This is an optimization exercise on Yosys and OpenROAD, whose aim is small area, a short achievable clock period and few clock cycles per item, not a production implementation.
The RTL was checked by simulation tests, not by an equivalence proof against the original design.
The flow treats the clock pin as an ideal source, which a real chip does not have.
No activity file was given, so power comes from the tool's default toggle rates.

## flow/design.v (module list and top-level ports; edited modules follow where they fit)
// module buffer_block: 48 lines
// module line_delay: 40 lines
// module convolution: 4346 lines
// module image_filter: 107 lines
module image_filter (
    input clk,
    input reset,
    input        in_valid,
    output       in_ready,
    input  [7:0] in_pixel,
    input [12:0] image_width,
    input [10:0] image_height,
    input [8:0] kernel_1,
    input [8:0] kernel_2,
    input [8:0] kernel_3,
    input [8:0] kernel_4,
    input [8:0] kernel_5,
    input [8:0] kernel_6,
    input [8:0] kernel_7,
    input [8:0] kernel_8,
    input [8:0] kernel_9,
    output       out_valid,
    output [7:0] out_pixel
);
  // ...
==> flow/flow/run.sh <==
#!/bin/bash
set -euo pipefail
MARGIN=${MARGIN:-7.75}
bash standard.sh \
  "SYNTH_ARGS=-noabc" \
  "BUFFER_PORTS_ARGS=-buffer_cell sky130_fd_sc_hd__buf_2" \
  "PRE_RESIZE_TCL=$PWD/flow/pre_resize.tcl" \
  "SETUP_SLACK_MARGIN=$MARGIN" \
  "CTS_ARGS=-sink_clustering_enable -repair_clock_nets -sink_clustering_size 28 -sink_clustering_max_diameter 70 -dont_use_dummy_load" \
  finish > flow_make.log 2>&1
==> flow/flow/pre_resize.tcl <==
# Fanout limit for repair_design, so that high-fanout nets (the line buffer
# shift enable) get a balanced buffer tree. Timing constraints are unchanged.
set_max_fanout 32 [current_design]
==> flow/standard.sh <==
#!/bin/bash
# synth_recipe.tcl (not shown) runs the flow's synth.tcl, then flattens the netlist and writes it again
# the make line also repeats each setting of config.mk as NAME=value (left out here)
make -C /OpenROAD-flow-scripts/flow DESIGN_CONFIG=/design/flow/config.mk WORK_HOME=/design/flow/orfs CLKGATE_MAP_FILE= SYNTH_SCRIPT=/design/flow/synth_recipe.tcl "${@:-finish}"
==> flow/config.mk <==
export PLATFORM = sky130hd
export DESIGN_NAME = image_filter
export DESIGN_NICKNAME = image_filter
export VERILOG_FILES = /design/flow/design.v
export SDC_FILE = /design/flow/constraint.sdc
export NUM_CORES = 4
export LEC_CHECK = 0
export CAP_MARGIN = 20
export CORE_MARGIN = 2
export CORE_UTILIZATION = 45
export CTS_CLUSTER_DIAMETER = 70
export CTS_CLUSTER_SIZE = 28
export PLACE_DENSITY = 0.6
export SLEW_MARGIN = 20
==> flow/constraint.sdc <==
create_clock -name core_clock -period 11.5 [get_ports {clk}]
set_input_delay 2.3000 -clock core_clock [delete_from_list [all_inputs] [get_ports {clk}]]
set_output_delay 2.3000 -clock core_clock [all_outputs]
set_load 0.01 [all_outputs]
==> reports/qor.yml, run 1 <==
layout:
  fin_nets: 7874
  seqCellArea_sq_mm: 0.1331
  final_cells: 11640
  inverters: 217
  numSequentialCells: 4550
  area.growth.synth_to_final_pct: 8.410
  seqAreaFraction_pct: 79.25
  layout_commonest_cell: "edfxtp_1"
  bufAreaShareNonClock_pct: 1.297
detailed_routing:
  firstDrtPassIters: 7
  route.detailed.drc: 0
  route.met3.wl_microns: 8941
  avgViaCountPerCell: 4.869
  postRouteAntennaNets: 0
placed_design:
  hpwl_microns: 157900
  place_area_sq_mm: 0.1625
  portBuffers: 121
power:
  switchingPower_mw: 8.101
  ir_drop_v: 0.0002381
  pg_comb_mw: 5.38
  power_density_mw_per_mm2: 193.9
logic_synthesis:
  synth_nets: 7399
  syn_inst: 6588
  async_flop_share_pct: 0.6374
  yosys.area_share.simple_pct: 2.887
setup_path:
  crit_start: "ready"
  critPathKind: "reg2out"
  worstPathArrival_ns: 1.43
  end_kind: "primary output"
  critical_path_buf_inv_count: 1
  endpoint: "in_ready"
global_route:
  use_met1_pct: 21.22
die:
  die_h_microns: 590.8
  tap_cells: 4557
  num_io_pins: 126
run_status:
  outcome: "finished clean"
min_path:
  hp-start: "buffer_unit.line_b.s7[0]"
sta:
  worstMarginPinSlew_ns: 0.9520
clock_network:
  cts_tree: "yes"
Testbench counts, summed over its fixed seeds: cycles 44,250, items 33,706.
==> run 2, diff against run 1 <==
--- a/flow/config.mk
+++ b/flow/config.mk
@@ -9,6 +9,6 @@
 export CORE_MARGIN = 2
-export CORE_UTILIZATION = 45
+export CORE_UTILIZATION = 65
 export CTS_CLUSTER_DIAMETER = 70
 export CTS_CLUSTER_SIZE = 28
-export PLACE_DENSITY = 0.6
+export PLACE_DENSITY = 0.75
 export SLEW_MARGIN = 20
==> run 2 against run 1 <==
Net effect: clock power shrank 2%; sequential share of layout area grew 1.0 points; fmax grew 2.0%.
==> reports/qor.yml, run 2 <==
global_route:
  grt_pass1_wl_microns: 403500
  grt_overflow: 0
  grt_most_used_layer: "met2"
  grt.total_usage_pct: 22.97
  gr-usage-met3_pct: 2.741
  use_met1_pct: 33.18  # +12 points
  first_global_vias: 61556
  antenna_found_initial: 14
  grt_start_max_net_pins: 33
  use_met2_pct: 37.55
setup_path:
  critPathKind: "reg2out"
  rrSetupSlack_ns: 7.96
  ff2ff_path_depth: 8
  end_kind: "primary output"
  crit_chain: "buf_2"
  timing.rr.end: "buffer_unit.line_a.s7[84]"
  cp_max_fo: 2
  critPathTopFamily: "flip-flops"
  critical_path_buf_inv_count: 1  # unchanged
  setup.worst_path.start_class: "register"
  reg2reg_from: "pix_vld"
  slowest_delay_ns: 0.37
  worstPathArrival_ns: 1.36  # -0.07 ns
  cp_slowest_cell: "dfrtp_1"
  critPathRequiredTime_ns: 9.20
clock_network:
  hold_buffers: 0
  clock_path_buffers: 3
  htreeDepth: 4
  cts_tree: "yes"
  cts.sinks: 4550
  cts_root_buf: "clkbuf_16"
  numCtsBuffers: 200
  clock_latency_ns: 0.87
  path_clk_slew_ns: 0.10
sta:
  worst_slack_ns: 7.841
  finalHoldWorstSlack_ns: 0.2915
  rsz0062_at_grt: "no"
  fin_setup_tns_ns: 0
  finClkSkew_ns: 0.1272
  slew_viol_final: 0
  hold_viol: 0
  fmax_ghz: 0.2733
  fin_crit_ns: 3.659
  fin_crit_sh_pct: 31.82
  worstMarginPinSlew_ns: 1.018  # +0.06627 ns
  setup_viol: 0
  max-slew-margin-rel_pct: 32.12
layout:
  layout_commonest_cell: "edfxtp_1"
  fill_cells: 13693
  largestRegisters: "buffer_unit.line_a.s7: 1024 flops, buffer_unit.line_b.s7: 1024 flops"
  multi_input_area_sq_mm: 0.02080
  drive_above_1_share_pct: 9.047
  final_cell_mix: "4,184 x edfxtp_1, 627 x fa_1, 534 x and2_1"
  area.growth.synth_to_final_pct: 7.037
  fin_nets: 7865  # -0.11%
  seqCellArea_sq_mm: 0.1331  # about the same
logic_synthesis:
  yosysMostFrequentCell: "edfxtp_1"
  avgSynthCellArea_sq_um: 23.52
  synth_area_sq_mm: 0.1550
  synthTopCellsByArea: "edfxtp_1 81%, fa_1 8.1%, dfxtp_1 4.4%, and2_1 2.2%, mux2_4 0.58%"
  ys_seq_area_share_pct: 85.90
  netlist_top_cells_count: "4,184 x edfxtp_1, 627 x fa_1, 534 x and2_1"
  ys.flop_type: "edfxtp_1"
  yosysTopAreaCellShare_pct: 81.08
  yosys.area.top_type: "edfxtp_1"
  netlist-cell-type-count: 61
  synth_nets: 7399  # unchanged
  synth_edf_count: 4184
  ys_seq_elements: 4550
  yosys_warnings: 4
  async_flop_share_pct: 0.6374  # unchanged
  syn_inst: 6588  # unchanged
min_path:
  hp-class: "reg2reg"
  min_to: "conv_unit.t2_1_0"
  holdPathStages: 0
  hp-start: "conv_unit.t1_1_0"
power:
  internal_power_mw: 24.24
  p_sw_share_pct: 24.97
  switchingPower_mw: 8.066  # -0.42%
  combinationalPowerShare_pct: 16.4
  seqPwrFrac_pct: 59.8
  power_density_mw_per_mm2: 194.8  # +0.43%
  power.leakage_nw: 50.88
  p_clk_share_pct: 23.8
  ir_drop_v: 0.0002155  # -9.5%
die:
  rows: 179
  num_io_pins: 126  # unchanged
  dieWidth_microns: 492.3
  fp.coreArea_sq_mm: 0.2374
  dieArea_sq_mm: 0.2423
  die_h_microns: 492.3  # -17%
  start_util_pct: 65.27
placed_design:
  hpwl_microns: 162700  # +3.1%
  place_congestion: 0.8511
  portBuffers: 121  # unchanged
  dp_slack_ns: 4.252
detailed_routing:
  wl_microns: 272200
  drtIter0Drc: 5617
  firstDrtPassIters: 5  # -2
  vias: 58148
  route.detailed.drc: 0  # unchanged
  postRouteAntennaNets: 0  # unchanged
  avgViaCountPerCell: 5.686  # +17%
  wl_per_cell_microns: 26.62
run_status:
  outcome: "finished clean"
run:
  cap_violations: 0
-- run 2: what timing repair did --
| item | 4_1_cts | 5_1_grt |
|---|---|---|
| gates resized for setup | 157 | 27 |
| setup endpoints to repair | 2553 | 962 |
| setup buffers | 1 | 0 |
| pin swaps | 0 | 0 |
-- run 2: power by group through the flow --
| stage | logic, mW | registers [mW] | clock network [mW] |
|---|---|---|---|
| 2_1_floorplan | 3.22 | 20.5 | 0 |
| 6_report | 5.29 | 19.3 | 7.69 |
| 5_1_grt | 5.98 | 19.4 | 8.36 |
| 3_3_place_gp | 5.18 | 19.7 | 0 |
| 4_1_cts | 5.40 | 19.3 | 7.92 |
| 3_5_place_dp | 5.36 | 19.7 | 0 |
-- run 2: layout make-up --
cell class              instances  area share, %
flip-flops and latches       4550          80.26
multi-input cells            1777          12.54
repair buffers                308          1.291
clock buffers                 200          3.017
well taps                    3167          2.389
inverters                     217         0.4911
diodes                          7        0.01056
-- run 2: how the worst max path moves through the flow --
stage | cells after the start | startpoint | endpoint | slack (ns)
floorplan | 4 | pix_vld | cnt_rows[2] | -20.71
global placement | 3 | pix_vld | buffer_unit.line_a.s7[640] | 7.58
detailed placement | 9 | pix_vld | buffer_unit.line_a.s7[13] | 4.25
CTS | 9 | pix_vld | buffer_unit.line_a.s7[13] | 7.61
global route | 8 | pix_vld | buffer_unit.line_b.s5[49] | 7.74
finish | 1 | ready | in_ready | 7.84
-- run 2: kinds of logic after synthesis --
group	share of synthesized area, %
flip-flops	85.90
AND/OR/NAND/NOR	2.887
adder cells (fa/ha/maj)	8.649
buffers and inverters	0.6758
multiplexers	1.102
AO/OA/AOI/OAI	0.4183
XOR/XNOR	0.3617
other	0.002420
-- run 2: through the flow --
stage	total power, mW	std cells	area, sq um	utilization (%)
after detailed placement	25.05	10018	160600	67.67
after floorplan	23.69	6588	155000	-
after global routing	33.74	10222	165900	69.86
final	32.31	10226	165900	69.87
after global placement	24.84	9878	159800	67.30
after CTS	32.65	10219	165800	69.84
-- run 2: worst reg2reg max path, delay by kind of cell (launching register included) --
family | cells | cell delay (ns)
buf+inv | 8 | 2.54
flops | 1 | 0.62
-- run 2: per-layer routing --
layer	wire length (microns)	up-vias
li1	-	25211
met1	114200	30981
met2	136500	1541
met3	11710	415
met4	9775	0
met5	0	-
==> module image_filter, before the edit <==
module image_filter (
    input clk,
    input reset,
    input        in_valid,
    output       in_ready,
    input  [7:0] in_pixel,
    input [12:0] image_width,
    input [10:0] image_height,
    input [8:0] kernel_1,
    input [8:0] kernel_2,
    input [8:0] kernel_3,
    input [8:0] kernel_4,
    input [8:0] kernel_5,
    input [8:0] kernel_6,
    input [8:0] kernel_7,
    input [8:0] kernel_8,
    input [8:0] kernel_9,
    output       out_valid,
    output [7:0] out_pixel
);
reg [7:0]  len_sel;
reg [8:0]  last_col;
reg [10:0] last_row;
reg [8:0]  k1, k2, k3, k4, k5, k6, k7, k8, k9;
reg        ready;
reg        pix_vld;
reg [7:0]  pix_in;
reg [8:0]  cnt_cols;
reg [10:0] cnt_rows;
reg        col_ge2;
reg        row_ge2;
wire accept = in_valid & ready;
wire col_last = (cnt_cols == last_col);
wire row_last = (cnt_rows == last_row);
wire [7:0] pixel_1;
wire [7:0] pixel_2;
wire [7:0] pixel_3;
wire [7:0] pixel_4;
wire [7:0] pixel_5;
wire [7:0] pixel_6;
wire [7:0] pixel_7;
wire [7:0] pixel_8;
assign in_ready = ready;
always @(posedge clk) begin
    len_sel  <= image_width[7:0] - 8'd5;
    last_col <= image_width[8:0] - 9'd1;
    last_row <= image_height - 11'd1;
    k1 <= kernel_1; k2 <= kernel_2; k3 <= kernel_3;
    k4 <= kernel_4; k5 <= kernel_5; k6 <= kernel_6;
    k7 <= kernel_7; k8 <= kernel_8; k9 <= kernel_9;
    if (accept == 1'b1)
        pix_in <= in_pixel;
end
always @(posedge clk or negedge reset) begin
    if (reset == 1'b0) begin
        ready    <= 1'b0;
        pix_vld  <= 1'b0;
        cnt_cols <= 9'd0;
        cnt_rows <= 11'd0;
        col_ge2  <= 1'b0;
        row_ge2  <= 1'b0;
    end else begin
        ready   <= 1'b1;
        pix_vld <= accept;
        if (pix_vld == 1'b1) begin
            if (col_last) begin
                cnt_cols <= 9'd0;
                col_ge2  <= 1'b0;
                if (row_last) begin
                    cnt_rows <= 11'd0;
                    row_ge2  <= 1'b0;
                end else begin
                    cnt_rows <= cnt_rows + 11'd1;
                    if (cnt_rows == 11'd1)
                        row_ge2 <= 1'b1;
                end
            end else begin
                cnt_cols <= cnt_cols + 9'd1;
                if (cnt_cols == 9'd1)
                    col_ge2 <= 1'b1;
            end
        end
    end
end
buffer_block buffer_unit (
    .clk(clk),
    .enable(pix_vld),
    .len_sel(len_sel),
    .data_in(pix_in),
    .pixel_1(pixel_1), .pixel_2(pixel_2), .pixel_3(pixel_3),
    .pixel_4(pixel_4), .pixel_5(pixel_5), .pixel_6(pixel_6),
    .pixel_7(pixel_7), .pixel_8(pixel_8)
);
convolution conv_unit (
    .clk(clk),
    .reset(reset),
    .enable(pix_vld & col_ge2 & row_ge2),
    .pixel_1(pixel_1), .pixel_2(pixel_2), .pixel_3(pixel_3),
    .pixel_4(pixel_4), .pixel_5(pixel_5), .pixel_6(pixel_6),
    .pixel_7(pixel_7), .pixel_8(pixel_8), .pixel_9(pix_in),
    .kernel_1(k1), .kernel_2(k2), .kernel_3(k3),
    .kernel_4(k4), .kernel_5(k5), .kernel_6(k6),
    .kernel_7(k7), .kernel_8(k8), .kernel_9(k9),
    .data_rdy(out_valid),
    .data_out(out_pixel)
);
endmodule
==> run 3, diff against run 2 <==
--- a/flow/design.v
+++ b/flow/design.v
@@ -4459,2 +4459,3 @@
 reg        ready;
+reg        ready_out;
 reg        pix_vld;
@@ -4476,3 +4477,3 @@
 wire [7:0] pixel_8;
-assign in_ready = ready;
+assign in_ready = ready_out;
 always @(posedge clk) begin
@@ -4484,2 +4485,3 @@
     k7 <= kernel_7; k8 <= kernel_8; k9 <= kernel_9;
+    ready_out <= reset;
     if (accept == 1'b1)
--- a/flow/flow/run.sh
+++ b/flow/flow/run.sh
@@ -6,3 +6,6 @@
   "BUFFER_PORTS_ARGS=-buffer_cell sky130_fd_sc_hd__buf_2" \
+  "PRE_GLOBAL_PLACE_TCL=$PWD/flow/dont_use_delay.tcl" \
   "PRE_RESIZE_TCL=$PWD/flow/pre_resize.tcl" \
+  "PRE_CTS_TCL=$PWD/flow/dont_use_delay.tcl" \
+  "PRE_GLOBAL_ROUTE_TCL=$PWD/flow/dont_use_delay.tcl" \
   "SETUP_SLACK_MARGIN=$MARGIN" \
==> flow/flow/dont_use_delay.tcl (new file) <==
# Keep the delay cells out of buffering and repair, so that fanout trees and
# port buffers are built from plain buffers. Timing constraints are unchanged.
set_dont_use [get_lib_cells {sky130_fd_sc_hd__clkdlybuf4s* sky130_fd_sc_hd__dlygate4sd* sky130_fd_sc_hd__dlymetal6s*}]
==> flow/flow/pre_resize.tcl (replaced) <==
# Fanout limit for repair_design, so that high-fanout nets (the line buffer
# shift enables) get a balanced buffer tree. Timing constraints are unchanged.
source [file join [file dirname [info script]] dont_use_delay.tcl]
set_max_fanout 32 [current_design]
==> run 3 against run 2 <==
Net effect: sequential share of layout area grew 0.11 points; largest power group unchanged; sequential power about the same; sequential cell count grew 1; largest cell class unchanged; global-route usage down 0.29 points.
==> reports/qor.yml, run 3 <==
logic_synthesis:
  yosys_warnings: 4  # unchanged
  netlist-cell-type-count: 61  # unchanged
  ys_seq_elements: 4551  # +0.022%
  netlist_top_cells_count: "4,184 x edfxtp_1, 627 x fa_1, 534 x and2_1"
  yosys.area.top_type: "edfxtp_1"
  ys.flop_type: "edfxtp_1"
  ys_seq_area_share_pct: 85.90  # about the same
  synth_edf_count: 4184  # unchanged
  synthTopCellsByArea: "edfxtp_1 81%, fa_1 8.1%, dfxtp_1 4.4%, and2_1 2.2%, mux2_4 0.58%"
  avgSynthCellArea_sq_um: 23.52  # about the same
  yosysMostFrequentCell: "edfxtp_1"
  yosysTopAreaCellShare_pct: 81.07  # about the same
  async_flop_share_pct: 0.6372  # about the same
  synth_nets: 7400  # +0.014%
  synth_area_sq_mm: 0.1550  # about the same
  syn_inst: 6589  # +0.015%
detailed_routing:
  route.detailed.drc: 0  # unchanged
  postRouteAntennaNets: 0  # unchanged
  drtIter0Drc: 5345  # -4.8%
  vias: 57961  # -0.32%
  wl_microns: 269300  # -1.1%
  avgViaCountPerCell: 5.661  # -0.44%
  firstDrtPassIters: 8  # +3
  wl_per_cell_microns: 26.30  # -1.2%
sta:
  finClkSkew_ns: 0.1301  # +0.002897 ns
  rsz0062_at_grt: "no"
  hold_viol: 0  # unchanged
  setup_viol: 0  # unchanged
  fmax_ghz: 0.2749  # +0.60%
  slew_viol_final: 0  # unchanged
  fin_crit_sh_pct: 31.63  # -0.19 points
  finalHoldWorstSlack_ns: 0.2775  # -0.01400 ns
  fin_setup_tns_ns: 0  # unchanged
  max-slew-margin-rel_pct: 23.31  # -8.8 points
  worstMarginPinSlew_ns: 1.150  # +0.1321 ns
  fin_crit_ns: 3.638  # -0.02164 ns
clock_network:
  post_cts_buffers: 0  # -1
  path_clk_slew_ns: 0.10  # about the same
  hold_buffers: 0  # unchanged
  cts.sinks: 4551  # +0.022%
  cts_tree: "yes"
  cts_resized: 84  # -46%
  clock_latency_ns: 0.88  # about the same
  numCtsBuffers: 194  # -3.0%
die:
  start_util_pct: 65.28  # about the same
  die_h_microns: 492.3  # about the same
  dieArea_sq_mm: 0.2423  # about the same
  num_io_pins: 126  # unchanged
  rows: 179  # unchanged
  fp.coreArea_sq_mm: 0.2374  # unchanged
  dieWidth_microns: 492.3  # about the same
power:
  power.leakage_nw: 50.81  # -0.13%
  internal_power_mw: 24.11  # -0.53%
  power_density_mw_per_mm2: 193.8  # -0.50%
  switchingPower_mw: 7.996  # -0.88%
  p_sw_share_pct: 24.90  # -0.066 points
  p_clk_share_pct: 23.6  # -0.2 points
  combinationalPowerShare_pct: 16.2  # -0.2 points
  seqPwrFrac_pct: 60.2  # +0.4 points
  ir_drop_v: 0.0002458  # +14%
layout:
  drive_above_1_share_pct: 8.943  # -0.10 points
  final_cell_mix: "4,184 x edfxtp_1, 627 x fa_1, 534 x and2_1"
  area.growth.synth_to_final_pct: 6.899
  layout_commonest_cell: "edfxtp_1"
  largestRegisters: "buffer_unit.line_a.s7: 1024 flops, buffer_unit.line_b.s7: 1024 flops"
  fin_nets: 7869  # +0.051%
placed_design:
  hpwl_microns: 161000  # -1.0%
  place_congestion: 0.8397  # -1.3%
  portBuffers: 121  # unchanged
global_route:
  grt_overflow: 0  # unchanged
  grt.total_usage_pct: 22.69  # -0.29 points
  antenna_found_initial: 13  # -1
  grt_pass1_wl_microns: 399700  # -0.94%
  first_global_vias: 61718  # +0.26%
  grt_start_max_net_pins: 33  # unchanged
setup_path:
  end_kind: "primary output"
  cp_slowest_cell: "dfxtp_1"
  critPathRequiredTime_ns: 9.20  # about the same
  critPathTopFamily: "flip-flops"
  worstPathArrival_ns: 1.34  # -0.02 ns
  cp_max_fo: 1  # -1
  critical_path_buf_inv_count: 1  # unchanged
  slowest_delay_ns: 0.33  # -0.04 ns
  crit_chain: "buf_2"
  setup.worst_path.start_class: "register"
  critPathKind: "reg2out"
min_path:
  hp-class: "reg2reg"
run:
  cap_violations: 0  # unchanged
run_status:
  outcome: "finished clean"
[run 3: cell types whose count changed in the layout (fill, tap and decap cells not counted), sizes merged]
cell           previous run  this run
dfxtp                   337       338
clkdlybuf4s15            12         0
clkbuf                  216       213
clkdlybuf4s50             2         0
dlygate4sd2               2         0
buf                     276       298
diode                     7        15
[run 3: logic make-up after synthesis]
kind of cell	Yosys count	synth area share [%]
buffers and inverters	261	0.6757
xor gates and xnor gates	64	0.3617
DFF	4551	85.90
AOI/OAI and AO/OA	98	0.4182
other	1	0.002420
and+or+nand+nor	787	2.887
muxes	132	1.102
adders and majority gates	695	8.648
[run 3: area by class of cell]
class | count | area, sq um
Timing Repair Buffer | 317 | 2064
Clock buffer | 194 | 4855
Fill cell | 13810 | 71730
Antenna cell | 15 | 37.54
Inverter | 217 | 814.5
Sequential cell | 4551 | 133100
Tap cell | 3167 | 3963
Multi-Input combinational cell | 1777 | 20800
[run 3: worst paths after layout]
path	endpoint	slack (ns)	from	depth (start not counted)
worst max-delay path	out_pixel[2]	7.86	conv_unit.out[2]	1
worst min-delay path	conv_unit.t2_1_1	0.28	conv_unit.t1_1_1	0
worst max register to register	buffer_unit.line_b.s7[516]	7.96	pix_vld	9
worst min register to register	conv_unit.t2_1_1	0.28	conv_unit.t1_1_1	0
max in group asynchronous	pix_vld	9.51	reset	1
min in group asynchronous	cnt_cols[5]	1.47	reset	1
[run 3: per-layer routing]
| layer | share of wire, % | vias to the layer above | GRT usage [%] | routed length, microns |
|---|---|---|---|---|
| met5 | 0 | - | 0 | 0 |
| met4 | 3.8 | 0 | 7.835 | 10290 |
| met3 | 4.0 | 412 | 2.759 | 10850 |
| met2 | 50 | 1436 | 36.98 | 133600 |
| met1 | 43 | 30880 | 32.66 | 114500 |
| li1 | - | 25233 | - | - |
[run 3: power by group through the flow]
stage               sequential [mW]  combinational, mW  clock (mW)
floorplan                      20.5               3.22           0
global placement               19.7               5.06           0
global route                   19.4               5.97        8.22
CTS                            19.3               5.33        7.77
detailed placement             19.7               5.26           0
finish                         19.3               5.21        7.57
[run 3: through the flow]
stage	power (mW)	instance area, sq um	util (%)	instances	setup slack [ns]
after floorplan	23.70	155000	-	6589	-20.71
after global placement	24.74	159800	67.29	9879	7.355
after detailed placement	24.96	160500	67.59	10027	4.152
after CTS	32.45	165500	69.72	10221	7.715
after global routing	33.60	165700	69.78	10230	7.751
final	32.11	165700	69.78	10238	7.862
Testbench counts of run 3, summed over its fixed seeds: cycles 44,250, items 33,706.
==> run 4, diff against run 3 <==
--- a/flow/design.v
+++ b/flow/design.v
@@ -4459,3 +4459,2 @@
 reg        ready;
-reg        ready_out;
 reg        pix_vld;
@@ -4477,3 +4476,3 @@
 wire [7:0] pixel_8;
-assign in_ready = ready_out;
+assign in_ready = ready;
 always @(posedge clk) begin
@@ -4485,3 +4484,2 @@
     k7 <= kernel_7; k8 <= kernel_8; k9 <= kernel_9;
-    ready_out <= reset;
     if (accept == 1'b1)
==> flow/flow/run.sh (replaced) <==
#!/bin/bash
# Own layout flow: the standard ORFS flow (standard.sh, unchanged
# synthesis, floorplan, power grid, placement, CTS and routing) with
#  - port buffers of type buf_2 instead of the default delay buffer,
#  - a fanout limit for repair_design (flow/pre_resize.tcl),
#  - repair_timing asked for more setup slack than the clock period needs
#    (the constraints and the clock period stay the design's),
#  - CTS sink clustering set here.
# Each tool's output goes to the ORFS logs under orfs/logs; make's own output
# goes to flow_make.log in this folder.
set -euo pipefail
MARGIN=${MARGIN:-7.9}
bash standard.sh \
  "BUFFER_PORTS_ARGS=-buffer_cell sky130_fd_sc_hd__buf_2" \
  "PRE_RESIZE_TCL=$PWD/flow/pre_resize.tcl" \
  "SETUP_SLACK_MARGIN=$MARGIN" \
  "CTS_ARGS=-sink_clustering_enable -repair_clock_nets -sink_clustering_size 28 -sink_clustering_max_diameter 70" \
  finish > flow_make.log 2>&1
==> flow/flow/pre_resize.tcl (replaced) <==
# Fanout limit for repair_design, so that high-fanout nets (the line buffer
# shift enable) get a balanced buffer tree. Timing constraints are unchanged.
set_max_fanout 20 [current_design]
--- a/flow/config.mk
+++ b/flow/config.mk
@@ -9,6 +9,6 @@
 export CORE_MARGIN = 2
-export CORE_UTILIZATION = 65
+export CORE_UTILIZATION = 45
 export CTS_CLUSTER_DIAMETER = 70
 export CTS_CLUSTER_SIZE = 28
-export PLACE_DENSITY = 0.75
+export PLACE_DENSITY = 0.6
 export SLEW_MARGIN = 20
removed: flow/flow/dont_use_delay.tcl
==> run 4 against run 3 <==
Net effect: routed wire length decreased by 8.5%; clock skew decreased by 0.041 ns; first-iteration DRC count decreased by 3.9%; register-to-register slack improved by 0.08 ns; sequential power about the same; critical path depth unchanged; non-clock buffer count increased by 94; combinational power increased by 6.9%; clock power increased by 13%; area after synthesis increased by 0.73%; die area increased by 45%.
==> reports/qor.yml, run 4 <==
logic_synthesis:
  synth_top_family_by_area: "adder cells"
  synthXorXnorAreaFrac_pct: 0.3703  # +0.0086 points
  ys.flop_type: "edfxtp_1"
  avgSynthCellArea_sq_um: 22.02  # -6.4%
  netlist_top_cells_count: "4,184 x edfxtp_1, 667 x inv_1, 625 x fa_1"
  synth_edf_count: 4184  # unchanged
  syn_inst: 7089  # +7.6%
  synth_area_sq_mm: 0.1561  # +0.73%
  yosysTopAreaCellShare_pct: 80.49  # -0.58 points
  synth-compound-area-share_pct: 0.4120  # -0.0062 points
  async_flop_share_pct: 0.6374  # about the same
  ys_seq_area_share_pct: 85.27  # -0.63 points
  yosysMostFrequentCell: "edfxtp_1"
  synthTopCellsByArea: "edfxtp_1 80%, fa_1 8.0%, dfxtp_1 4.3%, inv_1 1.6%, and2_1 1.1%"
  yosys.area.top_type: "edfxtp_1"
  ys_seq_elements: 4550  # -0.022%
  yosys.area_share.simple_pct: 2.461  # -0.43 points
  yosys_warnings: 4  # unchanged
  yosys-mux-area-fraction_pct: 1.074  # -0.028 points
  netlist-cell-type-count: 54  # -11%
  synth_nets: 7896  # +6.7%
  synthAdderAreaFrac_pct: 8.544  # -0.10 points
setup_path:
  crit_start: "conv_unit.v5"
  critPathKind: "reg2out"
  worstPathArrival_ns: 1.54  # +0.20 ns
  cp_slowest_cell: "dfrtp_2"
  cp_max_fo: 1  # unchanged
  endpoint: "out_valid"
  setup.worst_path.start_class: "register"
  critical_path_buf_inv_count: 1  # unchanged
  timing.rr.end: "buffer_unit.line_a.s4[51]"
  critPathTopFamily: "flip-flops"
  reg2reg_from: "pix_vld"
  rrSetupSlack_ns: 8.04  # +0.08 ns
  worst-path-stages: 1  # unchanged
  critPathRequiredTime_ns: 9.20  # about the same
  crit_chain: "buf_6"
  ff2ff_path_depth: 7  # -2
  slowest_delay_ns: 0.46  # +0.13 ns
  end_kind: "primary output"
sta:
  slew_viol_final: 0  # unchanged
  finClkSkew_ns: 0.08883  # -0.04130 ns
  fmax_ghz: 0.2608  # -5.2%
  setup_viol: 0  # unchanged
  rsz0062_at_grt: "yes"
  fin_crit_ns: 3.835  # +0.1975 ns
  fin_setup_tns_ns: 0  # unchanged
  finalHoldWorstSlack_ns: 0.3217  # +0.04420 ns
  worstMarginPinSlew_ns: 1.005  # -0.1455 ns
  fin_crit_sh_pct: 33.35  # +1.7 points
  max-slew-margin-rel_pct: 32.90  # +9.6 points
  worst_slack_ns: 7.665  # -0.1975 ns
  hold_viol: 0  # unchanged
placed_design:
  place_area_sq_mm: 0.1650  # +2.8%
  dp_cells: 11983  # +20%
  hpwl_microns: 165100  # +2.5%
  dp_slack_ns: -1.528  # -5.680 ns
  portBuffers: 121  # unchanged
  place_congestion: 0.8309  # -1.0%
power:
  power_density_mw_per_mm2: 195.0  # +0.59%
  power.leakage_nw: 53.79  # +5.9%
  ir_drop_v: 0.0001863  # -24%
die:
  num_io_pins: 126  # unchanged
  dieWidth_microns: 593.0  # +20%
  rows: 216  # +21%
  die_h_microns: 593.0  # +20%
  dieArea_sq_mm: 0.3516  # +45%
  start_util_pct: 45.16  # -20 points
  fp.coreArea_sq_mm: 0.3457  # +46%
layout:
  final_cell_mix: "4,184 x edfxtp_1, 667 x inv_1, 625 x fa_1"
  area.growth.synth_to_final_pct: 9.818
  fin_nets: 8424  # +7.1%
  layout_commonest_cell: "edfxtp_1"
  stdcell_area_sq_mm: 0.1714  # +3.5%
  largestRegisters: "buffer_unit.line_a.s7: 1024 flops, buffer_unit.line_b.s7: 1024 flops"
  final_cells: 12340  # +21%
  drive_above_1_share_pct: 9.578  # +0.64 points
detailed_routing:
  firstDrtPassIters: 5  # -3
  drtIter0Drc: 5139  # -3.9%
  postRouteAntennaNets: 0  # unchanged
  route.detailed.drc: 0  # unchanged
  vias: 58932  # +1.7%
  wl_per_cell_microns: 19.96  # -24%
  wl_microns: 246300  # -8.5%
  avgViaCountPerCell: 4.776  # -16%
clock_network:
  htreeDepth: 4
  clock_path_buffers: 4
  cts.sinks: 4550  # -0.022%
  clock_latency_ns: 0.95  # +0.07 ns
  cts_tree: "yes"
  path_clk_slew_ns: 0.10  # about the same
  numCtsBuffers: 207  # +6.7%
  cts_root_buf: "clkbuf_16"
  hold_buffers: 0  # unchanged
global_route:
  grt.total_usage_pct: 14.14  # -8.6 points
  first_global_vias: 60365  # -2.2%
  grt_pass1_wl_microns: 376500  # -5.8%
  grt_overflow: 0  # unchanged
  grt_start_max_net_pins: 30  # -9.1%
  antenna_found_initial: 17  # +4
min_path:
  hp-class: "reg2reg"
run_status:
  outcome: "finished clean"
run:
  cap_violations: 0  # unchanged
## run 4: cell count changes after synthesis, sizes merged, moves of 5 or more
cell    delta
clkbuf    +50
nand3      +6
xor2       +9
nor3       -5
o21bai     -6
nand2    +270
nand2b     +5
or3        -5
xnor2      -7
and2     -269
inv      +450
## run 4: layout make-up
type / instances / area [sq um]
Fill cell: 27341 / 174200
Sequential cell: 4550 / 133100
Multi-Input combinational cell: 1780 / 20080
Tap cell: 4578 / 5728
Clock buffer: 271 / 5525
Timing Repair Buffer: 411 / 3468
Inverter: 667 / 2504
Clock inverter: 68 / 940.9
Antenna cell: 15 / 37.54
## run 4: repair_timing
action                                   CTS  global route
buffers inserted                           0             3
endpoints found under the setup margin  3672          2265
resized for setup                        682           178
hold endpoints to repair                   0             0
## run 4: logic make-up (layout without fill, tap and decap cells)
group           count (synthesis)  in the layout
simple gates                  794            794
fa+ha+maj                     691            691
mux                           129            129
compound gates                 99             99
other cells                     1             16
buf+inv                       759           1417
xor+xnor                       66             66
flops                        4550           4550
## run 4: per-layer routing
metal | vias up | track usage [%] | part of all wire (%)
met4 | 0 | 3.365 | 2.3
met3 | 311 | 2.180 | 4.5
met5 | - | 0 | 0
li1 | 26521 | - | -
met2 | 1015 | 21.21 | 45
met1 | 31085 | 21.88 | 48
## run 4: report_power, final
group | total, mW | internal [mW] | leakage [nW] | switching, mW
logic | 5.57 | 2.26 | 13.8 | 3.31
registers | 19.3 | 18.9 | 36.9 | 0.413
clock network | 8.57 | 3.58 | 3.11 | 4.99
## run 4: through the flow
| stage | utilization (%) | power (mW) |
|---|---|---|
| 6_report | 49.59 | 33.42 |
| 5_1_grt | 49.59 | 35.27 |
| 4_1_cts | 49.58 | 34.00 |
| 3_5_place_dp | 47.73 | 25.41 |
| 3_3_place_gp | 47.02 | 25.21 |
| 2_1_floorplan | - | 23.83 |
## run 4: worst min path at each step
stage / start / endpoint / cells past startpoint
2_1_floorplan: conv_unit.t2_0_0 / conv_unit.sum[0] / 0
3_3_place_gp: conv_unit.t2_0_0 / conv_unit.sum[0] / 0
3_5_place_dp: conv_unit.t2_0_0 / conv_unit.sum[0] / 0
4_1_cts: conv_unit.t2_0_0 / conv_unit.sum[0] / 0
5_1_grt: conv_unit.t2_0_0 / conv_unit.sum[0] / 0
6_report: conv_unit.t2_0_0 / conv_unit.sum[0] / 0
Testbench counts of run 4, summed over its fixed seeds: cycles 44,250, items 33,706.

static timing again, ports no longer ideal:
In the flow no input, the clock included, has a driving cell. The finished layouts below were timed again as built, in two steps.
Step 1: set_driving_cell puts a clkbuf_16 on clk and a buf_2 on each other input, an assumption about the parent block.
Step 2 moves the port delays by t, midway between the first and last clock arrival at a register: inputs arrive t later, outputs are due t later. That takes back most of the time a late clock gives input paths.
a / b / c = no drivers / after step 1 / after step 2; a / b = the first two.
run | shift t [ns] | setup slack, ns | hold WS [ns] | worst setup path at the end
run 1 | 0.981 | 7.766 / 7.663 / 7.959 | 0.326 / 0.326 / 0.326 | register to register
run 2 | 0.915 | 7.841 / 7.741 / 7.958 | 0.292 / 0.292 / 0.292 | register to register
run 3 | 0.921 | 7.862 / 7.762 / 7.509 | 0.278 / 0.278 / 0.278 | input to register
run 4 | 0.992 | 7.665 / 7.570 / 7.916 | 0.322 / 0.322 / 0.322 | input to register
After both steps every run listed still meets setup and hold. For run 3, which loses most, drivers alone change the setup slack by -0.100 ns; drivers and shift together by -0.353 ns.
